Background: an optimization exercise with open tools, aiming at small area, a short achievable clock period and few clock cycles. Do not read the settings as production practice.
Only simulation tests tie the RTL to the original design; equivalence was not proved.
Power and IR drop assume default switching activity.

==> flow/design.v <==
module Mips_Processor (
    input             clk,
    input             rst,
    output     [15:0] mem_addr,
    output            mem_wr,
    output     [15:0] mem_wdata,
    input      [15:0] mem_rdata,
    output reg        wb_we,
    output reg [3:0]  wb_rd,
    output reg [15:0] wb_data
);
    localparam OP_ADD  = 4'd0,  OP_ADDM = 4'd1,  OP_SUB = 4'd2,  OP_ADDI = 4'd3;
    localparam OP_MUL  = 4'd4,  OP_AND  = 4'd5,  OP_SHL = 4'd6,  OP_LW   = 4'd7;
    localparam OP_LWI  = 4'd8,  OP_SW   = 4'd9,  OP_SWI = 4'd10, OP_CLR  = 4'd11;
    localparam OP_LI   = 4'd12, OP_CMP  = 4'd13, OP_BNE = 4'd14, OP_J    = 4'd15;
    reg  [15:0] pc;
    reg         ifid_valid;
    reg  [15:0] ifid_instr, ifid_pcp2;
    reg         idex_valid;
    reg  [3:0]  idex_op, idex_r1, idex_r2;
    reg  [15:0] idex_v1, idex_v2, idex_imm;
    reg         exmem_valid;
    reg  [3:0]  exmem_op, exmem_rd;
    reg  [15:0] exmem_res, exmem_s;
    reg         exmem_phase;
    reg  [15:0] sr, hi, lo;
    reg  [15:0] rf [0:15];
    function writes_reg(input [3:0] op);
        writes_reg = (op == OP_ADD) || (op == OP_ADDM) || (op == OP_SUB) || (op == OP_ADDI) ||
                     (op == OP_AND) || (op == OP_SHL) || (op == OP_LW) || (op == OP_LWI) ||
                     (op == OP_CLR) || (op == OP_LI);
    endfunction
    function uses_ba(input [3:0] op);
        uses_ba = (op == OP_ADDM) || (op == OP_LW) || (op == OP_LWI) || (op == OP_SW) || (op == OP_SWI);
    endfunction
    function uses_mem(input [3:0] op);
        uses_mem = uses_ba(op);
    endfunction
    function is_load(input [3:0] op);
        is_load = (op == OP_ADDM) || (op == OP_LW) || (op == OP_LWI);
    endfunction
    function b_is_reg(input [3:0] op);
        b_is_reg = (op == OP_ADD) || (op == OP_SUB) || (op == OP_MUL) || (op == OP_AND) || (op == OP_CMP);
    endfunction
    function b_shifted(input [3:0] op);
        b_shifted = (op == OP_ADDM) || (op == OP_LW) || (op == OP_LI);
    endfunction
    function real_rd(input [3:0] r);
        real_rd = (r != 4'd0) && (r != 4'd9) && (r != 4'd12) && (r != 4'd13);
    endfunction
    wire mem_port   = exmem_valid && uses_mem(exmem_op);
    wire two_phase  = (exmem_op == OP_LWI) || (exmem_op == OP_SWI);
    wire stall_mem  = exmem_valid && two_phase && !exmem_phase;
    wire [15:0] data_addr = exmem_res;
    assign mem_addr  = mem_port ? data_addr : pc;
    assign mem_wr    = exmem_valid && ((exmem_op == OP_SW) || (exmem_op == OP_SWI && exmem_phase));
    assign mem_wdata = exmem_s;
    reg [15:0] mem_result;
    always @* begin
        case (exmem_op)
            OP_ADDM:       mem_result = exmem_s + mem_rdata;
            OP_LW, OP_LWI: mem_result = mem_rdata;
            default:       mem_result = exmem_res;
        endcase
    end
    wire mem_we       = exmem_valid && writes_reg(exmem_op) && !stall_mem;
    wire mem_fwd_ok   = exmem_valid && writes_reg(exmem_op) && !is_load(exmem_op) && real_rd(exmem_rd);
    wire wb_real      = wb_we && real_rd(wb_rd);
    function [15:0] fwd(input [3:0] r, input [15:0] v);
        if (mem_fwd_ok && exmem_rd == r)
            fwd = exmem_res;
        else if (wb_real && wb_rd == r)
            fwd = wb_data;
        else
            fwd = v;
    endfunction
    wire [15:0] f1 = fwd(idex_r1, idex_v1);
    wire [15:0] f2 = fwd(idex_r2, idex_v2);
    wire [15:0] ex_a = uses_ba(idex_op) ? f2 : f1;
    wire [15:0] ex_b = b_is_reg(idex_op) ? f2 : idex_imm;
    wire [16:0] ex_diff = {1'b0, ex_a} + {1'b0, ~ex_b} + 17'd1;
    wire        ex_eq   = (ex_a == ex_b);
    wire [31:0] ex_prod = ex_a * ex_b;
    wire [15:0] ex_shl  = (ex_b[15:4] != 12'd0) ? 16'd0 : (ex_a << ex_b[3:0]);
    reg [15:0] ex_res;
    always @* begin
        case (idex_op)
            OP_SUB:  ex_res = ex_diff[15:0];
            OP_AND:  ex_res = ex_a & ex_b;
            OP_SHL:  ex_res = ex_shl;
            OP_CLR:  ex_res = 16'd0;
            OP_LI:   ex_res = ex_b;
            default: ex_res = ex_a + ex_b;
        endcase
    end
    wire [15:0] ex_sr = {ex_eq, ex_diff[15], ex_diff[16],
                         (ex_a[15] != ex_b[15]) && (ex_diff[15] != ex_a[15]), 12'd0};
    wire [3:0]  id_op = ifid_instr[15:12];
    wire [3:0]  id_r1 = ifid_instr[11:8];
    wire [3:0]  id_r2 = uses_ba(id_op) ? 4'd10 : ifid_instr[7:4];
    wire [15:0] id_sx = {{8{ifid_instr[7]}}, ifid_instr[7:0]};
    wire [15:0] id_imm = b_shifted(id_op) ? {id_sx[14:0], 1'b0} : id_sx;
    function [15:0] rd_reg(input [3:0] r);
        if (r == 4'd0)
            rd_reg = 16'd0;
        else if (r == 4'd9)
            rd_reg = sr;
        else if (r == 4'd12)
            rd_reg = hi;
        else if (r == 4'd13)
            rd_reg = lo;
        else if (wb_real && wb_rd == r)
            rd_reg = wb_data;
        else
            rd_reg = rf[r];
    endfunction
    wire id_reads1 = ifid_valid && (id_op != OP_LI) && (id_op != OP_CLR) && (id_op != OP_BNE) &&
                     (id_op != OP_J) && (!uses_ba(id_op) || id_op == OP_ADDM || id_op == OP_SW || id_op == OP_SWI);
    wire id_reads2 = ifid_valid && (b_is_reg(id_op) || uses_ba(id_op));
    wire ex_load   = idex_valid && writes_reg(idex_op) && is_load(idex_op);
    wire load_use  = ex_load && ((id_reads1 && id_r1 == idex_r1) || (id_reads2 && id_r2 == idex_r1));
    function spec_hit(input [3:0] r);
        spec_hit = idex_valid && (((idex_op == OP_CMP) && r == 4'd9) ||
                                  ((idex_op == OP_MUL) && (r == 4'd12 || r == 4'd13)));
    endfunction
    wire spec_use  = (id_reads1 && spec_hit(id_r1)) || (id_reads2 && spec_hit(id_r2));
    wire stall_id  = load_use || spec_use;
    wire id_go     = ifid_valid && !stall_mem && !stall_id;
    wire ex_cmp    = idex_valid && (idex_op == OP_CMP);
    wire br_taken  = ifid_valid && (id_op == OP_BNE) && (ex_cmp ? !ex_eq : !sr[15]);
    wire redirect  = id_go && (br_taken || id_op == OP_J);
    wire [15:0] br_target = ifid_pcp2 + {id_sx[14:0], 1'b0};
    wire [15:0] j_target  = {ifid_pcp2[15:13], ifid_instr[11:0], 1'b0};
    wire fetch    = !mem_port;                  
    wire if_hold  = stall_mem || (ifid_valid && stall_id);
    wire [15:0] pcp2 = pc + 16'd2;
    integer i;
    always @(posedge clk) begin
        if (rst) begin
            pc <= 16'd0;
            ifid_valid <= 1'b0;
            idex_valid <= 1'b0;
            exmem_valid <= 1'b0;
            exmem_phase <= 1'b0;
            wb_we <= 1'b0;
            sr <= 16'd0;
            hi <= 16'd0;
            lo <= 16'd0;
            for (i = 0; i < 16; i = i + 1)
                rf[i] <= 16'd0;
        end else begin
            if (wb_real)
                rf[wb_rd] <= wb_data;
            wb_we   <= mem_we;
            wb_rd   <= exmem_rd;
            wb_data <= mem_result;
            if (stall_mem) begin
                exmem_phase <= 1'b1;
                exmem_res   <= mem_rdata;
                idex_v1     <= f1;
                idex_v2     <= f2;
            end else begin
                exmem_valid <= idex_valid && (idex_op != OP_BNE) && (idex_op != OP_J);
                exmem_op    <= idex_op;
                exmem_rd    <= idex_r1;
                exmem_res   <= ex_res;
                exmem_s     <= f1;
                exmem_phase <= 1'b0;
                if (idex_valid && idex_op == OP_CMP)
                    sr <= ex_sr;
                if (idex_valid && idex_op == OP_MUL) begin
                    hi <= ex_prod[31:16];
                    lo <= ex_prod[15:0];
                end
                idex_valid <= id_go;
                idex_op    <= id_op;
                idex_r1    <= id_r1;
                idex_r2    <= id_r2;
                idex_v1    <= rd_reg(id_r1);
                idex_v2    <= rd_reg(id_r2);
                idex_imm   <= id_imm;
            end
            if (redirect) begin
                pc <= (id_op == OP_J) ? j_target : br_target;
                ifid_valid <= 1'b0;
            end else if (!if_hold) begin
                if (fetch) begin
                    pc <= pcp2;
                    ifid_valid <= 1'b1;
                    ifid_instr <= mem_rdata;
                    ifid_pcp2  <= pcp2;
                end else begin
                    ifid_valid <= 1'b0;
                end
            end
        end
    end
endmodule
==> flow/run.sh <==
#!/bin/bash
# synth_recipe.tcl (not shown) runs the flow's synth.tcl, then flattens the netlist and writes it again
# the make line also repeats each setting of config.mk as NAME=value (left out here)
make -C /OpenROAD-flow-scripts/flow DESIGN_CONFIG=/design/flow/config.mk WORK_HOME=/design/flow/orfs CLKGATE_MAP_FILE= SYNTH_SCRIPT=/design/flow/synth_recipe.tcl finish
==> flow/config.mk <==
export PLATFORM = sky130hd
export DESIGN_NAME = Mips_Processor
export DESIGN_NICKNAME = Mips_Processor
export VERILOG_FILES = /design/flow/design.v
export SDC_FILE = /design/flow/constraint.sdc
export NUM_CORES = 4
export LEC_CHECK = 0
export CAP_MARGIN = 20
export CORE_MARGIN = 2
export CORE_UTILIZATION = 40
export PLACE_DENSITY = 0.6
export SLEW_MARGIN = 20
==> flow/constraint.sdc <==
create_clock -name core_clock -period 11.0 [get_ports {clk}]
set_input_delay 2.2000 -clock core_clock [delete_from_list [all_inputs] [get_ports {clk}]]
set_output_delay 2.2000 -clock core_clock [all_outputs]
set_load 0.01 [all_outputs]
==> results.py <==
metrics = {
    "synth": {
        "synth_area_um2": 36460,
        "syn_inst": 3664,
        "synthTopCellsByCount": "404 x nand2_1, 401 x edfxtp_1, 284 x nor2_1",
        "synth_top_area_frac": 0.3303,
        "synth.most_common_cell": "nand2_1",
        "synth_seq_cells": 462,
        "synth.area.top_cells": "edfxtp_1 33%, fa_1 11%, ha_1 5.7%, mux4_2 4.9%, nand2_1 4.2%",
        "ys_warn_count": 1,
        "yosys.area.top_type": "edfxtp_1",
        "avgSynthCellArea_um2": 9.950,
        "yosysSeqAreaShare": 0.3638,
        "synth_edf_count": 401,
        "synthFlopType": "edfxtp_1",
        "synth_cell_types": 88,
        "ys_async_sr_fraction": 0,
    },
    "sta": {
        "finClkSkew_ns": 0.02534,
        "tns_ns": 0,
        "drv_slew": 0,
        "min_period_ns": 10.22,
        "max_freq_mhz": 97.84,
        "max-slew-margin-rel": 0.2378,
        "tightestPinTransition_ns": 1.114,
        "finalCritPeriodShare": 0.9292,
        "setup_viol": 0,
        "rsz0062_at_grt": "false",
        "hold_viol": 0,
    },
    "global_routing": {
        "grt_pass1_wl_um": 192900,
        "grt_pass1_vias": 28790,
        "grt.overflow.total": 0,
        "met3_usage": 0.04735,
        "grt_use_total": 0.2771,
        "grt_use_met1": 0.3852,
        "grt_max_degree": 67,
        "global_route.usage.met2": 0.4338,
        "antenna_found_initial": 4,
        "grt-busiest-layer": "met2",
    },
    "clock_tree": {
        "cts_tree": "done",
        "clkSlewWorstSetupHoldPaths_ns": 0.06,
        "cts.sinks": 462,
        "post_cts_resized": 0,
        "numCtsBuffers": 48,
        "htreeDepth": 2,
        "ctsHoldBuffers": 0,
        "post_cts_buffers": 0,
        "cts-root-buf": "clkbuf_16",
        "clk_path_buf_depth": 3,
        "worst_skew_pair.late_latency_ns": 0.63,
    },
    "route": {
        "dr_total_vias": 29680,
        "vias_per_cell": 6.029,
        "detail_route.wl_per_cell_um": 26.54,
        "drc": 0,
        "ant_nets": 0,
        "drt-total-wl_um": 130600,
        "initialDrtViolationCount": 3374,
        "dr.pass1.iters": 6,
    },
    "layout": {
        "final_layout_size_suffix_gt1_frac": 0.09963,
        "fillers": 8425,
        "nets": 4089,
        "syn_to_final_growth_pct": 10.80,
    },
    "setup_path": {
        "cp-end-kind": "register",
        "crit_required_ns": 11.45,
        "path_common_cell": "fa_1",
        "slowest_stage": "o221ai_2",
        "cp_max_fo": 36,
        "arrival_ns": 10.67,
        "critical_path.max_stage_delay_ns": 0.59,
        "start_kind": "register",
        "critPathKind": "reg2reg",
    },
    "flow_run": {
        "max_cap_viol_count": 0,
    },
    "placement": {
        "io_buffers": 71,
        "dpl.hpwl_um": 92340,
        "place_congestion": 0.9585,
    },
    "floorplan": {
        "start_util": 0.4044,
        "core-area_um2": 90150,
        "chipWidth_um": 305.9,
        "io_pins": 72,
        "row_count": 110,
        "dieArea_um2": 93570,
        "chipHeight_um": 305.9,
    },
    "power_and_ir_drop": {
        "peakVddDrop_mv": 0.7128,
        "power_leakage_nw": 16.08,
        "finalPower_mw": 14.01,
        "p_per_area_nw_per_um2": 346.8,
    },
    "outcome": {
        "outcome": "timing/DRC/antenna clean",
    },
    "worst_hold_path": {
        "holdCritPathClass": "reg2reg",
    },
}
## state kept, by name, summed over array words and instances, names as in the netlist, 4 cells and up, named ones only
name / count
lo: 16
idex_v2: 16
rf: 256
exmem_op: 4
sr: 4
wb_rd: 4
idex_v1: 16
pc: 16
idex_r1: 4
hi: 16
ifid_instr: 16
idex_op: 4
wb_data: 16
exmem_rd: 4
idex_r2: 4
idex_imm: 9
ifid_pcp2: 16
exmem_res: 16
exmem_s: 16
## stage by stage
step                hold slack (ns)  setup WS (ns)  cell area (um2)  std cells  utilization
finish                       0.4902         0.7788            40390       4922       0.4481
global route                 0.5136         0.2522            40390       4920       0.4480
CTS                          0.4933         0.9134            40380       4920       0.4480
detailed placement           0.4844         0.9238            38840       4832       0.4309
global placement             0.4849          1.124            38830       4832       0.4308
floorplan                    0.4244          2.237            36690       3727            -
## cells by family after synthesis
kind of cell / Yosys count / synth area share
AO/OA/AOI/OAI: 729 / 0.1364
AND/OR/NAND/NOR: 1244 / 0.1637
adder cells (fa/ha/maj): 365 / 0.1660
buffers and inverters: 543 / 0.05659
flip-flops: 462 / 0.3638
multiplexers: 204 / 0.08512
other: 1 / 0.0001029
XOR/XNOR: 116 / 0.02825
## where the power goes
part           switching (mW)  internal, mW
sequential              0.199          2.07
clock                   0.734         0.914
combinational            6.37          3.72
total                    7.30          6.70
## routing by layer
metal,vias to the layer above,routed length [um]
met4,6,5853
met3,315,12240
met2,1590,58280
met1,14690,54210
li1,13080,-
met5,-,56
## critical path, delay by kind of cell (launching register included)
family | cells | cell delay, ns
buffers and inverters | 7 | 1.42
flip-flops | 1 | 0.49
multiplexers | 1 | 0.42
adder cells (fa/ha/maj) | 8 | 3.57
AND/OR/NAND/NOR | 5 | 1.12
AO/OA/AOI/OAI | 9 | 3.01
## cells in the final DEF, fill, tap and decap left out, types with 18 or more instances in the layout
| cell type | netlist | final |
|---|---|---|
| xnor2_1 | 85 | 85 |
| nor2_1 | 284 | 277 |
| clkinv_1 | 11 | 19 |
| ha_1 | 167 | 167 |
| fa_1 | 198 | 198 |
| o211ai_1 | 18 | 18 |
| clkdlybuf4s50_1 | 0 | 70 |
| mux4_2 | 80 | 80 |
| o21a_1 | 26 | 26 |
| nor2b_1 | 53 | 53 |
| a311oi_1 | 27 | 27 |
| mux2i_1 | 82 | 82 |
| a21oi_1 | 170 | 170 |
| clkbuf_16 | 0 | 49 |
| buf_4 | 0 | 99 |
| and3_1 | 25 | 25 |
| a31oi_1 | 43 | 43 |
| dfxtp_1 | 61 | 59 |
| nor3_1 | 51 | 47 |
| conb_1 | 1 | 64 |
| and2_1 | 202 | 202 |
| nand3_1 | 92 | 91 |
| nand2_1 | 404 | 404 |
| xor2_1 | 30 | 30 |
| a21o_1 | 27 | 27 |
| edfxtp_1 | 401 | 401 |
| o21ai_0 | 124 | 118 |
| a211oi_1 | 87 | 87 |
| nand4_1 | 32 | 32 |
| inv_1 | 280 | 279 |
| mux2_2 | 38 | 38 |
| nand2b_1 | 24 | 24 |
## worst paths after layout
kind	start	end	slack [ns]	cells past startpoint
setup reg to reg	exmem_op[0]$_DFFE_PP_	hi[15]$_SDFFE_PP0P_	0.78	30
hold reg to reg	lo[10]$_SDFFE_PP0P_	lo[10]$_SDFFE_PP0P_	0.49	2
setup / recovery	exmem_op[0]$_DFFE_PP_	hi[15]$_SDFFE_PP0P_	0.78	30
hold / removal	lo[10]$_SDFFE_PP0P_	lo[10]$_SDFFE_PP0P_	0.49	2
## area by class of cell
type	count	area, um2	area share
Clock inverter	18	173.9	0.004306
Timing Repair Buffer	170	1455	0.03602
Sequential cell	462	13270	0.3285
Multi-Input combinational cell	2722	21520	0.5327
Inverter	302	1135	0.02809
Antenna cell	2	5.005	0.0001239
Tap cell	1176	1471	0.03643
Clock buffer	70	1369	0.03389
Testbench counts, summed over its fixed seeds: cycles 23,836.

-- re-timing with driven ports --
The flow's constraints put no driver on any port. The routed layout listed below was extracted and timed again, unchanged, in two steps.
Step 1, drivers: a clkbuf_16 drives clk and a buf_2 each remaining input, both assumed.
Step 2 adds t to the input delays and takes it off the output delays; t is the mean of the earliest and latest rising clock arrival at the registers after step 1. Input paths then give back, and output paths get back, about the clock's delay inside the block.
Slacks: ideal / step 1 / step 2; pairs: ideal / step 1.
t, ns: 0.680
setup WS [ns]: 0.779 / 0.779 / 0.779
worst hold slack (ns): 0.490 / 0.490 / 0.490
worst setup path after step 2: register to register
pins driven straight from the clock port: 1
After both steps setup and hold are still met in this run. For this run, drivers alone change the setup slack by 0.000 ns; drivers and shift together by 0.000 ns.
